From an optimization exercise on the open Yosys and OpenROAD flow, aimed at small area; shortcuts taken in it are not production practice.
The RTL of this run was laid out without a check of its function.
No activity file was given, so power comes from the tool's default toggle rates.

==> flow/design.v <==
`timescale 1ns / 1ps
module Buzzer(input clk, input rst, input en, output reg speaker);
    parameter clkdivider = 12;
    reg [7:0] tone;
    always @(posedge clk, posedge rst) if (rst) tone <= 0; else tone <= tone+1;
    reg [14:0] counter;
    always @(posedge clk, posedge rst) if (rst) counter <= 0; else if (counter == 0) counter <= (tone[7] ? clkdivider-1 : clkdivider/2-1); else counter <= counter-1;
    always @(posedge clk, posedge rst) begin
        if (rst) speaker <= 0;
        else if (!en) speaker <= 0;
        else if (counter == 0) speaker <= ~speaker;
    end
endmodule
`timescale 1ns / 1ps
module ClockDivider #(parameter n = 50000000) (input clk, rst, output reg clk_out, output tick);
    reg [31:0] count;  
    always @ (posedge clk, posedge rst) begin
        if (rst == 1'b1)  
            count <= 32'b0;
        else if (count == n-1)
            count <= 32'b0;
        else
            count <= count + 1;
    end
    always @ (posedge clk, posedge rst) begin
        if (rst)  
            clk_out <= 0;
        else if (count == n-1)
            clk_out <= ~clk_out;    
    end
    assign tick = (count == n-1) & ~clk_out;
endmodule
`timescale 1ns / 1ps
module CounterModN #(parameter x = 3,parameter  n = 5) (input clk, rst, ce, clr, enable, load, input[x-1:0] data, output reg [x-1:0] count);
  always @(posedge clk, posedge rst) begin
    if (rst)
        count <= 0;
    else if (!ce)
        count <= count;
    else if (clr)
        count <= 0;
    else if (load) 
        count <= data;
    else if (enable & count == n-1)    
        count <= 0;
    else if (enable) 
        count <= count + 1;
  end
endmodule
`timescale 1ns / 1ps
module CounterModNUpDown #(parameter x = 3,parameter  n = 5) (input clk, reset, up, down, load, input[x-1:0] data, output reg [x-1:0] count);
  always @(posedge clk, posedge reset) begin
    if (reset)
        count <= 0;
    else if (load) 
        count <= data;
    else if (up & count == n-1)  
        count <= 0;
    else if (down & count == 0)  
        count <= n-1;
    else if (up) 
        count <= count + 1;
    else if (down)
        count <= count - 1;
  end
endmodule
`timescale 1ns / 1ps
module DeBouncer(input clk, reset, in, output out);
    reg q1,q2,q3;
    always@(posedge clk, posedge reset) begin
        if(reset == 1'b1) begin
            q1 <= 0;
            q2 <= 0;
            q3 <= 0;
        end
        else begin
            q1 <= in;
            q2 <= q1;
            q3 <= q2;
        end
    end
    assign out = (reset) ? 0 : q1 & q2 & q3;
endmodule
`timescale 1ns / 1ps
module Synchronizer(input clk, reset, in, output reg out);
    reg q1;
    always@(posedge clk, posedge reset) begin
         if(reset == 1'b1) begin
            q1 <= 0;
            out <= 0;
         end
         else begin
             q1 <= in;
             out <= q1;
         end
    end
endmodule
`timescale 1ns / 1ps
module RisingEdgeDetector(input clk, rst, w, output z);
  reg[1:0] state, nextState;
  parameter[1:0] A = 2'b00, B = 2'b01, C = 2'b10;
  always @(w or state)
    case(state)
      A: if (w==0) nextState = A;
          else nextState = B;
      B: if (w==0) nextState = A;
          else nextState = C;
      C: if (w==0) nextState = A;
          else nextState = C;
      default: nextState = A;
  endcase
  always @ (posedge clk or posedge rst) begin
    if(rst) state <= A;
    else state <= nextState;
  end
  assign z = (state == B);
endmodule
`timescale 1ns / 1ps
module PushButtonDetector(input clk, rst, in, output out);
    wire debouncer_out, sync_out;
    DeBouncer deb(clk, rst, in, debouncer_out);
    Synchronizer syn(clk, rst, debouncer_out, sync_out);
    RisingEdgeDetector rising(clk, rst, sync_out, out);  
endmodule
`timescale 1ns / 1ps
module RisingEdgeDetectorExt #(parameter n = 2) (input clk, rst, in, output reg out);
    reg[1:0] shiftReg;
    reg[31:0] count;
    always @(posedge clk) begin
        if (rst) begin 
            shiftReg <= 0;
            count <= 0;
            out <= 0;
        end
        else begin 
            shiftReg <= (shiftReg << 1) + in;
            if (count == n - 1) begin
                count <= 0;
                out <= 0;
            end
            else count <= count + 1;
            if (shiftReg == 1) begin
                count <= 0;
                out <= 1;
            end
        end
    end    
endmodule
`timescale 1ns / 1ps
module SegmentDisplay(input[3:0] x, input[1:0] sw, input dec, input enable, output reg[0:6] segment, output reg[3:0] anodes, output reg decimal_point);  
    always @ (x, sw, enable, dec) 
    begin
        if (sw == 2'b10) decimal_point = dec;
        else decimal_point = 1;
        if(!enable) anodes = 4'b1111;
        else if (sw == 2'b00) anodes = 4'b1110;
        else if (sw == 2'b01) anodes = 4'b1101;
        else if (sw == 2'b10) anodes = 4'b1011;
        else anodes = 4'b0111;
        case(x)
            0: segment = 7'b0000001;
            1: segment = 7'b1001111;
            2: segment = 7'b0010010;
            3: segment = 7'b0000110;
            4: segment = 7'b1001100;
            5: segment = 7'b0100100;
            6: segment = 7'b0100000;
            7: segment = 7'b0001111;
            8: segment = 7'b0000000;
            9: segment = 7'b0000100;
            default: segment = 7'b0110000;  
        endcase
    end
endmodule
`timescale 1ns / 1ps
module SystemCounter #(parameter div = 50) (input clk, reset, enable, load, input [5:0] time_minutes, input [4:0] time_hours, output [3:0] sec_units, min_units, hour_units, output [2:0] sec_tens, min_tens, hour_tens);
    wire clk_out;  
    wire tick;     
    reg reset_counter;
    wire wrap = (sec_units == 9 && sec_tens == 5 && min_units == 9 && min_tens == 5 && hour_units == 3 && hour_tens == 2);
    ClockDivider #(div) ck(clk, reset, clk_out, tick);
    always @(posedge clk, posedge reset) begin
        if (reset) reset_counter <= 0;
        else if (tick) reset_counter <= wrap;
    end
    wire clr = wrap | reset_counter;
    CounterModN #(4, 10) sec_mod_10(clk, reset, tick, clr, enable, 1'b0, 4'd0, sec_units);
    CounterModN #(3, 6) sec_mod_6(clk, reset, tick, clr, sec_units == 9, 1'b0, 3'd0, sec_tens);
    CounterModN #(4, 10) min_mod_10(clk, reset, tick, clr, (sec_units == 9 && sec_tens == 5), load, time_minutes % 10 ,min_units);
    CounterModN #(3, 6) min_mod_6(clk, reset, tick, clr, (sec_units == 9 && sec_tens == 5 && min_units == 9), load, time_minutes / 10, min_tens);
    CounterModN #(4, 10) hour_mod_10(clk, reset, tick, clr, (sec_units == 9 && sec_tens == 5 && min_units == 9 && min_tens == 5), load, time_hours % 10, hour_units);
    CounterModN #(3, 3) hour_mod_6(clk, reset, tick, clr, (sec_units == 9 && sec_tens == 5 && min_units == 9 && min_tens == 5 && hour_units == 9), load, time_hours / 10, hour_tens);
endmodule
`timescale 1ns / 1ps
module SystemAdjust( input clk, reset, enable, input[4:0] button_out, 
                     input[4:0] input_time_hours, input_alarm_hours, input[5:0] input_time_minutes, input_alarm_minutes,
                     output[3:0] adj_minutes_units, adj_hours_units, output[2:0] adj_minutes_tens, adj_hours_tens, output[1:0] adjusted,
                     output[4:0] time_hours_out, alarm_hours_out, output[5:0] time_minutes_out, alarm_minutes_out, output reg[3:0] LED);   
    wire[5:0] clk_time[1:0], alarm_time[1:0];  
    reg[5:0] adj_time[1:0];
    wire[4:0] clk_hours, alarm_hours;  
    reg[2:0] state, nextstate;
    parameter[2:0] Initial = 3'b000, TimeHours = 3'b001, TimeMin = 3'b010, AlarmHours = 3'b011, AlarmMin = 3'b100;
    integer i;
    always @(*) begin
        LED = 4'b0000;
        case(state)
            Initial: nextstate = TimeHours;
            TimeHours:
                begin
                    LED = 4'b1000; 
                    if(button_out[2]) nextstate = TimeMin;  
                    else if(button_out[1]) nextstate = AlarmMin;  
                    else nextstate = TimeHours;  
                end   
            TimeMin:
                begin
                    LED = 4'b0100; 
                    if(button_out[2]) nextstate = AlarmHours;  
                    else if(button_out[1]) nextstate = TimeHours;  
                    else nextstate = TimeMin;  
                end
            AlarmHours:
                begin
                    LED = 4'b0010;
                    if(button_out[2]) nextstate = AlarmMin;  
                    else if(button_out[1]) nextstate = TimeMin;  
                    else nextstate = AlarmHours;  
                end
            AlarmMin:
                begin
                    LED = 4'b0001;
                    if(button_out[2]) nextstate = TimeHours;  
                    else if(button_out[1]) nextstate = AlarmHours;  
                    else nextstate = AlarmMin;  
                end
            default: nextstate = TimeHours;
        endcase
        if (state == AlarmHours || state == AlarmMin) 
            for (i = 0; i < 2; i = i + 1)
                adj_time[i] = alarm_time[i];
        else
            for (i = 0; i < 2; i = i + 1)
                adj_time[i] = clk_time[i];
    end
    always @(posedge clk, posedge reset) begin
        if(reset) state <= Initial;
        else if(button_out[0]) state <= Initial;
        else state <= nextstate;    
    end
    CounterModNUpDown #(6, 60) time_min_mod_10(clk, reset, (state == TimeMin && button_out[3]==1), (state == TimeMin && button_out[4]==1), 
                                              (state == Initial), input_time_minutes , clk_time[0]);
    CounterModNUpDown #(5, 24) time_hour_mod_10(clk, reset, (state == TimeHours && button_out[3]==1), (state == TimeHours  && button_out[4]==1),
                                               (state == Initial), input_time_hours, clk_hours);
    CounterModNUpDown #(6, 60) alarm_min_mod_10(clk, reset, (state == AlarmMin && button_out[3]==1), (state == AlarmMin && button_out[4]==1), 
                                               (state == Initial), input_alarm_minutes, alarm_time[0]);
    CounterModNUpDown #(5, 24) alarm_hour_mod_10(clk, reset, (state == AlarmHours  && button_out[3]==1), (state == AlarmHours  && button_out[4]==1),
                                                (state == Initial), input_alarm_hours, alarm_hours);
    assign clk_time[1] = {1'b0, clk_hours};
    assign alarm_time[1] = {1'b0, alarm_hours};
    assign adj_minutes_units = adj_time[0] % 10;
    assign adj_minutes_tens = adj_time[0] / 10;
    assign adj_hours_units = adj_time[1] % 10;
    assign adj_hours_tens = adj_time[1] / 10;
    assign time_hours_out = clk_time[1];
    assign time_minutes_out = clk_time[0];
    assign alarm_hours_out = alarm_time[1];
    assign alarm_minutes_out = alarm_time[0];
    assign adjusted = {(input_alarm_hours != alarm_hours_out || input_alarm_minutes != alarm_minutes_out), 
                       (input_time_hours != time_hours_out || input_time_minutes != time_minutes_out)};
endmodule
`timescale 1ns / 1ps
module System(input clk, rst, enable, input[4:0] button_in, output[0:6] segment, output[3:0] anodes, output decimal_point, output [3:0] LEDs, output mode_led, output alarm_led, output speaker);
    reg load, mode, nextMode, alarm, alarm_flag;  
    reg[3:0] num_displayed;
    reg[4:0] alarm_hours, clk_load_time_hours;
    reg[5:0] alarm_minutes, clk_load_time_minutes; 
    wire[4:0] adjusted_alarm_hours, adjusted_time_hours, button_out; 
    wire[5:0] adjusted_alarm_minutes, adjusted_time_minutes;
    wire[1:0] adjusted, sw;
    wire[3:0] adj_leds;
    wire clk_load_reset, clk_out, clk_sec, load_out;
    wire sec_tick, disp_tick;  
    wire[3:0] clk_time0, clk_time2, adj_time0, adj_time2;
    wire[2:0] clk_time1, clk_time3, adj_time1, adj_time3;
    wire[3:0] sec_time0;
    wire[2:0] sec_time1;
    wire[5:0] clk_minutes = clk_time1 * 10 + clk_time0;
    wire[4:0] clk_hours = clk_time3 * 10 + clk_time2;
    genvar i;
    generate for (i = 0; i < 5; i = i + 1) begin: block1
        PushButtonDetector btn(clk, rst, button_in[i], button_out[i]);
    end endgenerate
    ClockDivider #(50) ckDecimal(clk, rst, clk_sec, sec_tick);
    SystemCounter #(50) counter(clk, rst, enable, load_out, clk_load_time_minutes, clk_load_time_hours, sec_time0, clk_time0, clk_time2, sec_time1, clk_time1, clk_time3);
    SystemAdjust adjust(clk, rst, enable, button_out,
                        clk_hours, alarm_hours, clk_minutes, alarm_minutes,
                        adj_time0, adj_time2, adj_time1, adj_time3, adjusted, 
                        adjusted_time_hours, adjusted_alarm_hours, adjusted_time_minutes, adjusted_alarm_minutes, adj_leds);
    SegmentDisplay seg(num_displayed, sw, clk_sec, enable, segment, anodes, decimal_point);
    ClockDivider #(5) ck(clk, rst, clk_out, disp_tick);
    CounterModN #(2, 4) cntModN(clk, rst, disp_tick, 1'b0, enable, 1'b0, 2'd0, sw);
    wire[3:0] clk_digit = (sw == 2'd0) ? clk_time0 : (sw == 2'd1) ? {1'b0, clk_time1} : (sw == 2'd2) ? clk_time2 : {1'b0, clk_time3};
    wire[3:0] adj_digit = (sw == 2'd0) ? adj_time0 : (sw == 2'd1) ? {1'b0, adj_time1} : (sw == 2'd2) ? adj_time2 : {1'b0, adj_time3};
    always @(posedge clk) begin
        if (rst) begin
            {load, mode, alarm_hours, alarm_minutes} <= 0;
            num_displayed <= 0;
            {clk_load_time_minutes, clk_load_time_hours} <= 0;
        end
        else begin
            num_displayed <= mode ? adj_digit : clk_digit;
            mode <= nextMode;
            if(button_out[0]) begin
                if(mode) begin
                    if(adjusted[0]) 
                        {clk_load_time_minutes, clk_load_time_hours} <= {adjusted_time_minutes, adjusted_time_hours};
                    if(adjusted[1]) 
                        {alarm_minutes, alarm_hours} <= {adjusted_alarm_minutes, adjusted_alarm_hours};
                end
            end        
        end
    end
    always @(*) begin
        case(button_out[0])
            0: nextMode = mode;
            1: nextMode = ~mode;
            default: nextMode = mode;
        endcase
    end
    RisingEdgeDetectorExt #(100) rising1(clk, rst, button_out[0] && mode && adjusted[0], load_out);  
    always @(posedge clk) begin
        if (rst) alarm_flag <= 0;
        else if (button_out != 0) alarm_flag <= 0;
        else if (mode == 0 && clk_minutes == alarm_minutes && clk_hours == alarm_hours && {sec_time0, sec_time1} == 0) 
            alarm_flag <= 1;    
    end
    always @(posedge clk, posedge rst) begin
        if (rst) alarm <= 0;
        else if (sec_tick) alarm <= ~alarm;
    end
    Buzzer buz(clk, rst, (alarm_flag && alarm), speaker);
    assign LEDs = (mode == 0) ? 0 : adj_leds;
    assign mode_led = mode;
    assign alarm_led = (alarm_flag && alarm);
endmodule
==> flow/run.sh <==
#!/bin/bash
# synth_recipe.tcl (not shown) runs the flow's synth.tcl, then flattens the netlist and writes it again
# the make line also repeats each setting of config.mk as NAME=value (left out here)
make -C /OpenROAD-flow-scripts/flow DESIGN_CONFIG=/design/flow/config.mk WORK_HOME=/design/flow/orfs CLKGATE_MAP_FILE= SYNTH_SCRIPT=/design/flow/synth_recipe.tcl finish
==> flow/config.mk <==
export PLATFORM = sky130hd
export DESIGN_NAME = System
export DESIGN_NICKNAME = System
export VERILOG_FILES = /design/flow/design.v
export SDC_FILE = /design/flow/constraint.sdc
export NUM_CORES = 4
export LEC_CHECK = 0
export CAP_MARGIN = 20
export CORE_MARGIN = 2
export CORE_UTILIZATION = 40
export PLACE_DENSITY = 0.6
export SLEW_MARGIN = 20
==> flow/constraint.sdc <==
create_clock -name core_clock -period 10.0 [get_ports {clk}]
set_input_delay 2.0000 -clock core_clock [delete_from_list [all_inputs] [get_ports {clk}]]
set_output_delay 2.0000 -clock core_clock [all_outputs]
set_load 0.01 [all_outputs]
==> flow_metrics.env <==
export IMPL_status="timing/DRC/antenna clean"
export IMPL_clk_latency_ns=0.57
export IMPL_comb_power_share=0.201
export IMPL_yosys_area_top_type="dfrtp_1"
export IMPL_cts_sinks=274
export IMPL_synthFlopType="dfrtp_1"
export IMPL_fin_area_um2=16690
export IMPL_tightest_slew_ns=0.9883
export IMPL_post_cts_buffers=0
export IMPL_powerDensity_nw_per_um2=184.3
export IMPL_synthXorXnorAreaFrac=0.1133
export IMPL_cp_arrival_ns=3.27
export IMPL_synth_seq_cells=274
export IMPL_syn_cell_area_um2=14920
export IMPL_seqPwrFrac=0.408
export IMPL_syn_num_nets=1674
export IMPL_ys_seq_area_frac=0.4375
export IMPL_ys_top_cells_by_area="dfrtp_1, dfxtp_1, xnor2_1"
export IMPL_portBuffers=26
export IMPL_tns_ns=0
export IMPL_clkPwrFrac=0.391
export IMPL_drv_slew=0
export IMPL_nets=1684
export IMPL_place_hpwl_mm=22.15
export IMPL_synth_cell_types=86
export IMPL_relSlewSlack=0.3403
export IMPL_p_sw_mw=0.9347
export IMPL_drt_antenna_violating_nets=0
export IMPL_ioPinCount=27
export IMPL_drive_gt1_frac=0.05270
export IMPL_synth_top_family_by_area="simple AND/OR/NAND/NOR gates"
export IMPL_core_um2=36700
export IMPL_cts_hold_buf=0
export IMPL_power_internal_mw=2.143
export IMPL_clock_skew_ns=0.009885
export IMPL_hold_class="register to register"
export IMPL_hold_viol=0
export IMPL_grt_max_degree=112
export IMPL_muxShareOfSynthArea=0.01795
export IMPL_p_leak_nw=7.215
export IMPL_die_height_um=197.1
export IMPL_synthTopCellsByCount="dfrtp_1, nor2_1, nand2_1, xnor2_1, a21oi_1"
export IMPL_irDropWorstVdd_mv=0.1349
export IMPL_insertedDiodeCount=0
export IMPL_antenna_found_initial=1
export IMPL_yosysWarnings=23
export IMPL_gp_congestion=0.8355
export IMPL_cts_buffer_depth=3
export IMPL_cts_tree="done"
export IMPL_fin_crit_ns=5.268
export IMPL_grt_pass1_wl_mm=54.69
export IMPL_wl_per_cell_um=15.50
export IMPL_synth_simple_area_share=0.2163
export IMPL_end_kind="primary output"
export IMPL_syn_to_final_growth_pct=11.93
export IMPL_crit_type="input port to primary output"
export IMPL_drt_iter0_markers=849
export IMPL_cap_viol_max_count=0
export IMPL_startpoint_type="input port"
export IMPL_synth_area_per_cell_um2=9.446
export IMPL_wirelength_mm=32.26
export IMPL_rsz0062_at_grt="no"
export IMPL_gr_total_overflow=0
export IMPL_path_clk_slew_ns=0.06
export IMPL_finalCritPeriodShare=0.5268
export IMPL_die_width_um=197.1
export IMPL_initial_core_util=0.4064
export IMPL_drt_pre_antenna_iters=7
export IMPL_row_count=70
export IMPL_vias_per_cell=5.392
export IMPL_cp_required_ns=8.00
export IMPL_h_tree_depth=1
export IMPL_grt_pass1_vias=10960
export IMPL_netlist_area_leader_share=0.3490
export IMPL_synth_edff_count=0
export IMPL_grt_usage=0.1686
export IMPL_cts_made_buffers=30
export IMPL_async_reset_ff_frac=0.7591
export IMPL_cts_resized=0
export IMPL_synth_fa_ha_area_frac=0.07734
export IMPL_yosysMostFrequentCell="dfrtp_1"
export IMPL_vias=11220
export IMPL_detailed_place_area_um2=15610
export IMPL_drc=0
export IMPL_timing_fmax_mhz=189.8
export IMPL_dieArea_um2=38850
export IMPL_syn_inst=1579
export IMPL_setup_viol=0
export IMPL_cp_max_fo=9
export IMPL_p_sw_frac=0.3037
export IMPL_synth_compound_area_frac=0.1071
export IMPL_clockRootBuffer="clkbuf_16"
==> cells in the final DEF, fill, tap and decap left out, types with 36 or more instances in the layout <==
master / Yosys / routed
a21oi_1: 95 / 95
and3_1: 36 / 36
dfrtp_1: 208 / 208
dfxtp_1: 66 / 66
ha_1: 81 / 81
inv_1: 54 / 53
nand2_1: 138 / 138
nand3_1: 71 / 71
nor2_1: 157 / 157
nor3_1: 43 / 42
nor4_1: 36 / 36
o21ai_0: 49 / 49
xnor2_1: 134 / 134
xor2_1: 59 / 59
==> worst paths after layout <==
path	from	end	slack, ns	cells after the start
setup / recovery	enable	anodes[0]	4.73	3
max in group asynchronous	rst	buz.tone[1]$_DFF_PP0_	6.53	4
min in group asynchronous	rst	counter.ck.count[3]$_DFF_PP0_	2.19	3
hold reg to reg	block1[2].btn.syn.q1$_DFF_PP0_	block1[2].btn.syn.out$_DFF_PP0_	0.35	0
setup reg to reg	adjust.state[0]$_DFF_PP0_	segment[3]$_SDFF_PP0_	5.27	15
hold / removal	block1[2].btn.syn.q1$_DFF_PP0_	block1[2].btn.syn.out$_DFF_PP0_	0.35	0
==> critical path: stages <==
cell and delay (ns):
clkdlybuf4s50_1 0.58, nand2_1 0.15, clkdlybuf4s50_1 0.54
==> sequential cells by signal (all words and copies together), names as in the netlist, 7 cells and up <==
name                     cells
ck.count                    32
counter.ck.count            32
buz.tone                     8
rising1.count               32
ckDecimal.count             32
segment                      7
buz.counter                 15
block1.btn.rising.state     10
==> through the flow <==
| step | total power [mW] | hold slack [ns] | setup WS (ns) | instances | utilization |
|---|---|---|---|---|---|
| floorplan | 1.738 | 0.3312 | 2.069 | 1579 | - |
| global placement | 1.875 | 0.3347 | 4.724 | 2025 | 0.4251 |
| detailed placement | 1.884 | 0.3371 | 4.702 | 2025 | 0.4253 |
| CTS | 3.104 | 0.3507 | 4.700 | 2081 | 0.4549 |
| global route | 3.241 | 0.3530 | 4.646 | 2081 | 0.4549 |
| finish | 3.077 | 0.3457 | 4.732 | 2081 | 0.4549 |
==> power by group through the flow <==
stage | Clock [mW] | Combinational [mW] | Sequential (mW)
4_1_cts | 1.23 | 0.617 | 1.25
6_report | 1.20 | 0.617 | 1.26
2_1_floorplan | 0 | 0.523 | 1.21
5_1_grt | 1.28 | 0.697 | 1.26
3_5_place_dp | 0 | 0.610 | 1.27
3_3_place_gp | 0 | 0.599 | 1.28
==> layer usage <==
layer / vias to the layer above / GRT usage / share of wire / routed length [um]
li1: 5563 / - / - / -
met1: 5375 / 0.2364 / 0.49 / 15730
met2: 214 / 0.2687 / 0.44 / 14300
met3: 67 / 0.02561 / 0.044 / 1408
met4: 2 / 0.05291 / 0.025 / 809
met5: - / 0 / 0.00040 / 13
==> final cells by class <==
| cell class | count | area (um2) |
|---|---|---|
| fillers | 3443 | 20000 |
| multi-input cells | 1192 | 7953 |
| flip-flops and latches | 274 | 6526 |
| clock buffers | 38 | 810.8 |
| well taps | 468 | 585.6 |
| repair buffers | 34 | 320.3 |
| clock inverters | 18 | 277.8 |
| inverters | 57 | 221.5 |
==> kinds of logic (layout without fill, tap and decap cells) <==
group	Yosys count	after routing
buf+inv	113	147
simple gates	636	636
fa+ha+maj	89	89
mux	26	26
xor+xnor	193	193
compound gates	248	248
flops	274	274

separate check: timing with driven ports:
The flow's constraints put no driver on any port. The routed layout listed below was extracted and timed again, unchanged, in two steps. Step 1 (the two cells are an assumption about what drives the block):
set clk [get_ports {clk}]
set_driving_cell -lib_cell sky130_fd_sc_hd__clkbuf_16 $clk
set_driving_cell -lib_cell sky130_fd_sc_hd__buf_2 [delete_from_list [all_inputs] $clk]
Step 2 times the ports against the registers' clock, not the clock port: input delays grow and output delays shrink by t, the midpoint of the rising clock arrivals with the driver on. Three values: no drivers, after step 1, after step 2; two values: the first two.
t (ns): 0.621
setup WS [ns]: 4.732 / 4.663 / 4.663
latest minus earliest clock arrival (ns): 0.010 / 0.011
worst register clock-pin slew, ns: 0.07 / 0.07
After both steps setup and hold are still met in this run. For this run, drivers alone change the setup slack by -0.069 ns; drivers and shift together by -0.069 ns.
